This design comes from an exercise in tuning for small area and a short achievable clock period on the open sky130 flow, not from production work.
At most, simulation tests tie the RTL to the original design; equivalence was not proved.
No activity file was given, so power comes from the tool's default toggle rates.

Design ula, start of the top module:
module ula(
    input clk14,			 
	 input reset,			 
    input [15:0] a,		 
    input [7:0] din,		 
	 output [7:0] dout,	 
    input mreq_n,			 
    input iorq_n,			 
    input rd_n,			 
    input wr_n,			 
	 input rfsh_n,			 
	 output clkcpu,		 
	 output msk_int_n,	 
    output [13:0] va,	  
	 input [7:0] vramdout, 
	 output [7:0] vramdin, 
    output vramoe,		 
    output vramcs,		  
    output vramwe,		 
    input ear,				   
    output mic,			    
    output spk,            
	 output [7:0] kbrows,    
    input [4:0] kbcolumns,	 
    output r,				
    output g,				 
    output b,				 
    output i,				 
	 output [7:0] rgbulaplus,	 
	 output ulaplus_enabled,	 
    output csync,			
    output hsync,
    output vsync
    );
==> flow/config.mk <==
export PLATFORM = sky130hd
export DESIGN_NAME = ula
export DESIGN_NICKNAME = ula
export VERILOG_FILES = /design/flow/design.v
export SDC_FILE = /design/flow/constraint.sdc
export NUM_CORES = 4
export LEC_CHECK = 0
export CAP_MARGIN = 20
export CORE_MARGIN = 2
export CORE_UTILIZATION = 50
export PLACE_DENSITY = 0.65
export SETUP_SLACK_MARGIN = 4.6
export SLEW_MARGIN = 20
export SYNTH_HIERARCHICAL = 1
export SYNTH_MINIMUM_KEEP_SIZE = 0
export TNS_END_PERCENT = 100
==> flow/constraint.sdc <==
create_clock -name core_clock -period 10.0 [get_ports {clk14}]
set_input_delay 2.0000 -clock core_clock [delete_from_list [all_inputs] [get_ports {clk14}]]
set_output_delay 2.0000 -clock core_clock [all_outputs]
set_load 0.01 [all_outputs]
standard.sh (not shown) runs the stock make flow with config.mk's settings and CLKGATE_MAP_FILE= SYNTH_SCRIPT=/design/flow/synth_recipe.tcl, a recipe that flattens the netlist after the stock synthesis.
==> flow/flow/run.sh <==
#!/bin/bash
# Layout flow: the standard flow (standard.sh, ORFS) with three changes
# made through ORFS's own variables:
#  - ports are buffered with sky130_fd_sc_hd__buf_1 rather than the delay
#    buffer buffer_ports picks by default;
#  - clock tree synthesis uses clkbuf_16 sink clusters and no dummy loads;
#  - everything else as in the standard flow (synthesis unchanged).
# Each step's full output goes to a log file in this folder.
set -euo pipefail
export BUFFER_PORTS_ARGS="-buffer_cell sky130_fd_sc_hd__buf_1"
export CTS_ARGS="-sink_clustering_enable -repair_clock_nets -dont_use_dummy_load -buf_list sky130_fd_sc_hd__clkbuf_16 -sink_clustering_size 24 -sink_clustering_max_diameter 70"
bash standard.sh synth > synth.log 2>&1
bash standard.sh floorplan > floorplan.log 2>&1
bash standard.sh place > place.log 2>&1
bash standard.sh cts > cts.log 2>&1
bash standard.sh route > route.log 2>&1
bash standard.sh finish > finish.log 2>&1
The baseline finished with timing, DRC and antenna clean.
Next try:
--- a/flow/config.mk
+++ b/flow/config.mk
@@ -10,3 +10,3 @@
-export CORE_UTILIZATION = 50
-export PLACE_DENSITY = 0.65
-export SETUP_SLACK_MARGIN = 4.6
+export CORE_UTILIZATION = 40
+export PLACE_DENSITY = 0.6
+export SETUP_SLACK_MARGIN = 4.9
Wire length grows by a few percent.
Power barely changes.
First-iteration DRC count goes up by a few percent.
Synthesized area stays the same.
Worst hold slack degrades by 16 ps.
Sequential share of layout area decreases by 2.9 points.
Design area increases by a few percent.
Global-route usage shrinks by 5.3 points.
Die area grows by a quarter to a third.
Clock power is about the same.
Worst setup slack improved by 92 ps.
Next try:
--- a/flow/config.mk
+++ b/flow/config.mk
@@ -12 +12 @@
-export SETUP_SLACK_MARGIN = 4.9
+export SETUP_SLACK_MARGIN = 4.7
- The changed run completed without violations
- clock-buffer cell count stays the same
- worst hold slack barely changes
- final area went down by a few percent
- total power barely changes
- register-to-register slack gets worse by 130 ps
Next try:
--- a/flow/config.mk
+++ b/flow/config.mk
@@ -12 +12 @@
-export SETUP_SLACK_MARGIN = 4.7
+export SETUP_SLACK_MARGIN = 4.6
Die area stays the same.
Clock power barely changes.
Clock skew is about the same.
Cell count barely changes.

ula, a different RTL version from the one above (not shown whole).
Size: roughly 650 flip-flops, about 110 I/O pins, roughly 0.027 sq mm of cells after synthesis.
clock: 10.0 ns
lec_check: 0
cap_margin: 20
core_margin: 2
core_utilization: 40
cts_buf_list: sky130_fd_sc_hd__clkbuf_8
place_density: 0.6
setup_slack_margin: 5
slew_margin: 20
tns_end_percent: 0
run.sh (not shown) runs the stock make flow with config.mk's settings and CLKGATE_MAP_FILE= SYNTH_SCRIPT=/design/flow/synth_recipe.tcl, a recipe that flattens the netlist after the stock synthesis.
Stock flow here: none of the scripts above is used.
The baseline completed without violations.
Then changed:
Settings changed: TNS_END_PERCENT 0 to 10.
After rerunning: Area after synthesis is unchanged; final area rises by 4.2%; clock power stays flat.
Function was not checked in any run of this note: the RTL went through the layout flow alone.

Another version of the RTL of ula (not shown whole).
Size in the first run: about 2,000 cells after synthesis, ~110 I/O pins, ~27,000 um^2 of cells after synthesis.
==> flow/config.mk <==
export PLATFORM = sky130hd
export DESIGN_NAME = ula
export DESIGN_NICKNAME = ula
export VERILOG_FILES = /design/flow/design.v
export SDC_FILE = /design/flow/constraint.sdc
export NUM_CORES = 4
export LEC_CHECK = 0
export CAP_MARGIN = 0
export CORE_MARGIN = 2
export CORE_UTILIZATION = 40
export PLACE_DENSITY = 0.6
export SETUP_SLACK_MARGIN = 4.6
export SLEW_MARGIN = 0
export SYNTH_HIERARCHICAL = 1
export SYNTH_MINIMUM_KEEP_SIZE = 0
export TNS_END_PERCENT = 100
==> flow/constraint.sdc <==
create_clock -name core_clock -period 10.0 [get_ports {clk14}]
set_input_delay 2.0000 -clock core_clock [delete_from_list [all_inputs] [get_ports {clk14}]]
set_output_delay 2.0000 -clock core_clock [all_outputs]
set_load 0.01 [all_outputs]
standard.sh (not shown) runs the stock make flow with config.mk's settings and CLKGATE_MAP_FILE= SYNTH_SCRIPT=/design/flow/synth_recipe.tcl, a recipe that flattens the netlist after the stock synthesis.
==> flow/flow/run.sh <==
#!/bin/bash
# Layout flow: the standard flow (standard.sh, ORFS) with three changes
# made through ORFS's own variables:
#  - ports are buffered with sky130_fd_sc_hd__buf_1 rather than the delay
#    buffer buffer_ports picks by default;
#  - clock tree synthesis uses clkbuf_8 sink clusters and no dummy loads;
#  - everything else as in the standard flow (synthesis unchanged).
# Each step's full output goes to a log file in this folder.
set -euo pipefail
export BUFFER_PORTS_ARGS="-buffer_cell sky130_fd_sc_hd__buf_1"
export CTS_ARGS="-sink_clustering_enable -repair_clock_nets -dont_use_dummy_load -buf_list sky130_fd_sc_hd__clkbuf_8 -sink_clustering_size 16 -sink_clustering_max_diameter 50"
bash standard.sh synth > synth.log 2>&1
bash standard.sh floorplan > floorplan.log 2>&1
bash standard.sh place > place.log 2>&1
bash standard.sh cts > cts.log 2>&1
bash standard.sh route > route.log 2>&1
bash standard.sh finish > finish.log 2>&1
Rerun with:
==> flow/flow/run.sh (replaced) <==
#!/bin/bash
# Layout flow: the standard flow (standard.sh, ORFS) with three changes
# made through ORFS's own variables:
#  - ports are buffered with sky130_fd_sc_hd__buf_1 rather than the delay
#    buffer buffer_ports picks by default;
#  - clock tree synthesis uses clkbuf_16 sink clusters and no dummy loads;
#  - everything else as in the standard flow (synthesis unchanged).
# Each step's full output goes to a log file in this folder.
set -euo pipefail
export BUFFER_PORTS_ARGS="-buffer_cell sky130_fd_sc_hd__buf_1"
export CTS_ARGS="-sink_clustering_enable -repair_clock_nets -dont_use_dummy_load -buf_list sky130_fd_sc_hd__clkbuf_16 -sink_clustering_size 24 -sink_clustering_max_diameter 70"
bash standard.sh synth > synth.log 2>&1
bash standard.sh floorplan > floorplan.log 2>&1
bash standard.sh place > place.log 2>&1
bash standard.sh cts > cts.log 2>&1
bash standard.sh route > route.log 2>&1
bash standard.sh finish > finish.log 2>&1
CAP_MARGIN = 20   (was 0)
PLACE_DENSITY = 0.8   (was 0.6)
SLEW_MARGIN = 20   (was 0)
Effect:
- clock power is about the same
- fmax barely changes
- cell count fell by 0.89%
- non-clock buffer count goes up by 2
- utilization stays flat
- count of clock-buffer cells in the layout came out lower by 27
- wire length fell by about 8%
- combinational power shrinks by about 3%
- power goes up by about 0.45%
Rerun with:
PLACE_DENSITY = 0.6   (was 0.8)
The new run finished with timing, DRC and antenna clean.
Wire length rises by 8.2%.
Global-route usage rises by 1.8 points.
Via count falls by 2.2%.
Worst hold slack gets worse by 9.6 ps.
Worst setup slack barely changes.
Cell count is about the same.
Die area stays the same.

Setup of the previous run:
Another version of the RTL of ula (not shown whole).
Size: roughly 660 flip-flops, ~28000 um2 of cells after synthesis.
Design ula, start of the top module:
module ula(
    input clk14,			 
	 input reset,			 
    input [15:0] a,		 
    input [7:0] din,		 
	 output [7:0] dout,	 
    input mreq_n,			 
    input iorq_n,			 
    input rd_n,			 
    input wr_n,			 
	 input rfsh_n,			 
	 output clkcpu,		 
	 output msk_int_n,	 
    output [13:0] va,	  
	 input [7:0] vramdout, 
	 output [7:0] vramdin, 
    output vramoe,		 
    output vramcs,		  
    output vramwe,		 
    input ear,				   
    output mic,			    
    output spk,            
	 output [7:0] kbrows,    
    input [4:0] kbcolumns,	 
    output r,				
    output g,				 
    output b,				 
    output i,				 
	 output [7:0] rgbulaplus,	 
	 output ulaplus_enabled,	 
    output csync,			
    output hsync,
    output vsync
    );
clock: 10.0 ns
lec_check: 0
cap_margin: 20
core_margin: 2
core_utilization: 40
place_density: 0.6
setup_slack_margin: 5.0
slew_margin: 20
tns_end_percent: 100
==> flow/flow/run.sh <==
#!/bin/bash
# Layout flow: the standard flow (standard.sh, ORFS) with three changes
# made through ORFS's own variables:
#  - ports are buffered with sky130_fd_sc_hd__buf_1 rather than the delay
#    buffer buffer_ports picks by default;
#  - clock tree synthesis uses clkbuf_16 sink clusters and no dummy loads;
#  - everything else as in the standard flow (synthesis unchanged).
# Each step's full output goes to a log file in this folder.
set -euo pipefail
export BUFFER_PORTS_ARGS="-buffer_cell sky130_fd_sc_hd__buf_1"
export CTS_ARGS="-sink_clustering_enable -repair_clock_nets -dont_use_dummy_load -buf_list sky130_fd_sc_hd__clkbuf_16 -sink_clustering_size 24 -sink_clustering_max_diameter 70"
bash standard.sh synth > synth.log 2>&1
bash standard.sh floorplan > floorplan.log 2>&1
bash standard.sh place > place.log 2>&1
bash standard.sh cts > cts.log 2>&1
bash standard.sh route > route.log 2>&1
bash standard.sh finish > finish.log 2>&1
[inputs] the current run vs the previous run
# the previous run
export LEC_CHECK = 0
export CAP_MARGIN = 20
export CORE_MARGIN = 2
export CORE_UTILIZATION = 40
export PLACE_DENSITY = 0.6
export SETUP_SLACK_MARGIN = 5.0
export SLEW_MARGIN = 20
export TNS_END_PERCENT = 100
create_clock -name core_clock -period 10.0 [get_ports {clk14}]
# the current run
export LEC_CHECK = 0
export CAP_MARGIN = 20
export CORE_MARGIN = 2
export CORE_UTILIZATION = 40
export PLACE_DENSITY = 0.6
export SETUP_SLACK_MARGIN = 4.6
export SLEW_MARGIN = 20
export TNS_END_PERCENT = 100
create_clock -name core_clock -period 10.0 [get_ports {clk14}]
--- outcome ---
The current run closes out successfully: all stages finished, all timing, DRC and antenna checks passed. In the flow results for the previous run and the current run, the met2 capacity usage during global routing is smaller on the current run. The final reports for the current run and the previous run show non-clock buffer count lower in the former. Met1 usage (the current run over the previous run): increase, 0.55 points. Going from the previous run to the current run, clock skew grows by 0.013 ns. The current run vs the previous run, power per cell area went up by 3.0 nW/um2. Share of the cycle needed by the critical path after routing essentially unchanged between the current run and the previous run.
No functional check of the RTL was part of any run of this note.

Another version of the RTL of ula (not shown whole).
Size: ~2000 cells after synthesis, ~650 flip-flops, roughly 110 I/O pins, ~27000 µm² of cells after synthesis.
## ula
module ula(
    input clk14,			 
	 input reset,			 
    input [15:0] a,		 
    input [7:0] din,		 
	 output [7:0] dout,	 
    input mreq_n,			 
    input iorq_n,			 
    input rd_n,			 
    input wr_n,			 
	 input rfsh_n,			 
	 output clkcpu,		 
	 output msk_int_n,	 
    output [13:0] va,	  
	 input [7:0] vramdout, 
	 output [7:0] vramdin, 
    output vramoe,		 
    output vramcs,		  
    output vramwe,		 
    input ear,				   
    output mic,			    
    output spk,            
	 output [7:0] kbrows,    
    input [4:0] kbcolumns,	 
    output r,				
    output g,				 
    output b,				 
    output i,				 
	 output [7:0] rgbulaplus,	 
	 output ulaplus_enabled,	 
    output csync,			
    output hsync,
    output vsync
    );
Settings: LEC_CHECK=0, CAP_MARGIN=20, CORE_MARGIN=2, CORE_UTILIZATION=40, PLACE_DENSITY=0.6, SETUP_SLACK_MARGIN=4.7, SLEW_MARGIN=20, SYNTH_HIERARCHICAL=1, SYNTH_MINIMUM_KEEP_SIZE=0, TNS_END_PERCENT=100; clock period 10.0 ns.
==> flow/flow/run.sh <==
#!/bin/bash
# Layout flow: the standard flow (standard.sh, ORFS) with three changes
# made through ORFS's own variables:
#  - ports are buffered with sky130_fd_sc_hd__buf_1 rather than the delay
#    buffer buffer_ports picks by default;
#  - clock tree synthesis uses clkbuf_8 sink clusters and no dummy loads;
#  - everything else as in the standard flow (synthesis unchanged).
# Each step's full output goes to a log file in this folder.
set -euo pipefail
export BUFFER_PORTS_ARGS="-buffer_cell sky130_fd_sc_hd__buf_1"
export CTS_ARGS="-sink_clustering_enable -repair_clock_nets -dont_use_dummy_load -buf_list sky130_fd_sc_hd__clkbuf_8 -sink_clustering_size 16 -sink_clustering_max_diameter 50"
bash standard.sh synth > synth.log 2>&1
bash standard.sh floorplan > floorplan.log 2>&1
bash standard.sh place > place.log 2>&1
bash standard.sh cts > cts.log 2>&1
bash standard.sh route > route.log 2>&1
bash standard.sh finish > finish.log 2>&1
The first run finished clean.
Edit:
--- a/flow/flow/run.sh
+++ b/flow/flow/run.sh
@@ -6 +6 @@
-#  - clock tree synthesis uses clkbuf_8 sink clusters and no dummy loads;
+#  - clock tree synthesis uses clkbuf_16 sink clusters and no dummy loads;
@@ -11 +11 @@
-export CTS_ARGS="-sink_clustering_enable -repair_clock_nets -dont_use_dummy_load -buf_list sky130_fd_sc_hd__clkbuf_8 -sink_clustering_size 16 -sink_clustering_max_diameter 50"
+export CTS_ARGS="-sink_clustering_enable -repair_clock_nets -dont_use_dummy_load -buf_list sky130_fd_sc_hd__clkbuf_16 -sink_clustering_size 24 -sink_clustering_max_diameter 70"
Effect:
- synthesized cell count is unchanged
- die area stays the same
- fmax increases by 0.62%
- worst hold slack stays flat
- total power increases by 1.2%
- utilization is about the same
- synthesized area is unchanged
- sequential power hardly moves

Another version of the RTL of ula (not shown whole).
For scale: ~2000 cells after synthesis, about 110 I/O pins, ~27000 sq um of cells after synthesis.
==> flow/config.mk <==
export PLATFORM = sky130hd
export DESIGN_NAME = ula
export DESIGN_NICKNAME = ula
export VERILOG_FILES = /design/flow/design.v
export SDC_FILE = /design/flow/constraint.sdc
export NUM_CORES = 4
export LEC_CHECK = 0
export CAP_MARGIN = 20
export CORE_MARGIN = 2
export CORE_UTILIZATION = 40
export PLACE_DENSITY = 0.6
export SETUP_SLACK_MARGIN = 5
export SLEW_MARGIN = 20
==> flow/constraint.sdc <==
create_clock -name core_clock -period 10.0 [get_ports {clk14}]
set_input_delay 2.0000 -clock core_clock [delete_from_list [all_inputs] [get_ports {clk14}]]
set_output_delay 2.0000 -clock core_clock [all_outputs]
set_load 0.01 [all_outputs]
run.sh (not shown) runs the stock make flow with config.mk's settings and CLKGATE_MAP_FILE= SYNTH_SCRIPT=/design/flow/synth_recipe.tcl, a recipe that flattens the netlist after the stock synthesis.
Stock flow here: none of the scripts above is used.
Edit:
Settings changed: CORE_UTILIZATION 40 to 60, CTS_BUF_LIST set to sky130_fd_sc_hd__clkbuf_8, CTS_CLUSTER_SIZE set to 20, PLACE_DENSITY 0.6 to 0.7.
After rerunning: Power fell by 8.2%; final cell count fell by 7.5%; area after synthesis does not change; die area fell by 33%; flip-flop and latch count does not change; clock-buffer cell count rose by 18; via count rose by 2.7%.
Function was not checked in any run of this note: the RTL went through the layout flow alone.

Another version of the RTL of ula (not shown whole).
Size: ~640 flip-flops, ~110 I/O pins, roughly 0.027 mm² of cells after synthesis.
==> flow/config.mk <==
export PLATFORM = sky130hd
export DESIGN_NAME = ula
export DESIGN_NICKNAME = ula
export VERILOG_FILES = /design/flow/design.v
export SDC_FILE = /design/flow/constraint.sdc
export NUM_CORES = 4
export LEC_CHECK = 0
export CAP_MARGIN = 20
export CORE_MARGIN = 2
export CORE_UTILIZATION = 40
export PLACE_DENSITY = 0.6
export SETUP_SLACK_MARGIN = 5
export SLEW_MARGIN = 20
export SYNTH_HIERARCHICAL = 1
export TNS_END_PERCENT = 10
==> flow/constraint.sdc <==
create_clock -name core_clock -period 10.0 [get_ports {clk14}]
set_input_delay 2.0000 -clock core_clock [delete_from_list [all_inputs] [get_ports {clk14}]]
set_output_delay 2.0000 -clock core_clock [all_outputs]
set_load 0.01 [all_outputs]
standard.sh (not shown) runs the stock make flow with config.mk's settings and CLKGATE_MAP_FILE= SYNTH_SCRIPT=/design/flow/synth_recipe.tcl, a recipe that flattens the netlist after the stock synthesis.
==> flow/flow/run.sh <==
#!/bin/bash
# Layout flow: the standard flow (standard.sh, ORFS) with three changes
# made through ORFS's own variables:
#  - ports are buffered with sky130_fd_sc_hd__buf_1 rather than the delay
#    buffer buffer_ports picks by default;
#  - clock tree synthesis uses clkbuf_16 sink clusters and no dummy loads;
#  - everything else as in the standard flow (synthesis unchanged).
# Each step's full output goes to a log file in this folder.
set -euo pipefail
export BUFFER_PORTS_ARGS="-buffer_cell sky130_fd_sc_hd__buf_1"
export CTS_ARGS="-sink_clustering_enable -repair_clock_nets -dont_use_dummy_load -buf_list sky130_fd_sc_hd__clkbuf_16 -sink_clustering_size 24 -sink_clustering_max_diameter 70"
bash standard.sh synth > synth.log 2>&1
bash standard.sh floorplan > floorplan.log 2>&1
bash standard.sh place > place.log 2>&1
bash standard.sh cts > cts.log 2>&1
bash standard.sh route > route.log 2>&1
bash standard.sh finish > finish.log 2>&1
Next try:
--- a/flow/config.mk
+++ b/flow/config.mk
@@ -10,3 +10,3 @@
-export CORE_UTILIZATION = 40
-export PLACE_DENSITY = 0.6
-export SETUP_SLACK_MARGIN = 5
+export CORE_UTILIZATION = 65
+export PLACE_DENSITY = 0.75
+export SETUP_SLACK_MARGIN = 4.6
@@ -14 +13,0 @@
-export SYNTH_HIERARCHICAL = 1
=>
- wire length goes down by 3.8%
- utilization goes up by 25 points
- cell count goes down by 10%
- setup slack improved by 300 ps
- count of clock-buffer cells in the layout goes down by 4
- die area goes down by 37%
- sequential share of layout area goes up by 3.0 points
Next try:
--- a/flow/config.mk
+++ b/flow/config.mk
@@ -10,3 +10,3 @@
-export CORE_UTILIZATION = 65
-export PLACE_DENSITY = 0.75
-export SETUP_SLACK_MARGIN = 4.6
+export CORE_UTILIZATION = 40
+export PLACE_DENSITY = 0.6
+export SETUP_SLACK_MARGIN = 5
The changed run finished clean.
Setup slack gets better by 140 ps.
Synthesized area stays the same.
Utilization decreases by 26 points.
Via count decreases slightly.

## what the ideal ports hide
The flow's constraints put no driver on any port. The routed layouts listed below were extracted and timed again, unchanged, in two steps. Step 1 (the two cells are an assumption about what drives the block):
set clk [get_ports {clk14}]
set_driving_cell -lib_cell sky130_fd_sc_hd__clkbuf_16 $clk
set_driving_cell -lib_cell sky130_fd_sc_hd__buf_2 [delete_from_list [all_inputs] $clk]
Step 2 moves the port delays by t, midway between the first and last clock arrival at a register: inputs arrive t later, outputs are due t later. That takes back most of the time a late clock gives input paths. Slacks: ideal / step 1 / step 2; pairs: ideal / step 1.
run	t, ns	slack for setup (ns)	worst register clock-pin slew, ns
the first run of note 1	0.643	4.599 / 4.634 / 4.000	0.10 / 0.10
the second run of note 1	0.625	4.690 / 4.643 / 4.187	0.10 / 0.10
the third run of note 1	0.621	4.666 / 4.635 / 4.202	0.10 / 0.10
the fourth run of note 1	0.622	4.609 / 4.587 / 4.113	0.10 / 0.10
the first run of note 2	0.808	3.986 / 3.983 / 3.218	0.07 / 0.07
the second run of note 2	0.806	4.055 / 4.008 / 3.559	0.07 / 0.07
the first run of note 3	0.735	4.529 / 4.484 / 3.835	0.11 / 0.11
the second run of note 3	0.629	4.516 / 4.503 / 3.918	0.10 / 0.10
the third run of note 3	0.623	4.519 / 4.465 / 4.039	0.10 / 0.10
the previous run	0.643	4.325 / 4.285 / 4.285	0.10 / 0.10
the current run	0.629	4.336 / 4.310 / 4.039	0.10 / 0.10
the first run of note 5	0.714	4.681 / 4.652 / 4.055	0.10 / 0.10
the second run of note 5	0.638	4.714 / 4.658 / 4.149	0.10 / 0.10
the first run of note 6	0.691	4.154 / 4.088 / 4.258	0.07 / 0.07
the second run of note 6	0.770	3.813 / 3.750 / 4.254	0.07 / 0.07
the first run of note 7	0.640	3.983 / 4.012 / 3.371	0.10 / 0.10
the second run of note 7	0.637	4.280 / 4.301 / 3.664	0.10 / 0.10
the third run of note 7	0.643	4.421 / 4.378 / 3.797	0.10 / 0.10
After both steps setup and hold are still met in every run listed. The setup slack of the first run of note 2, which loses most, moves by -0.003 ns with the drivers and by -0.768 ns with both steps.
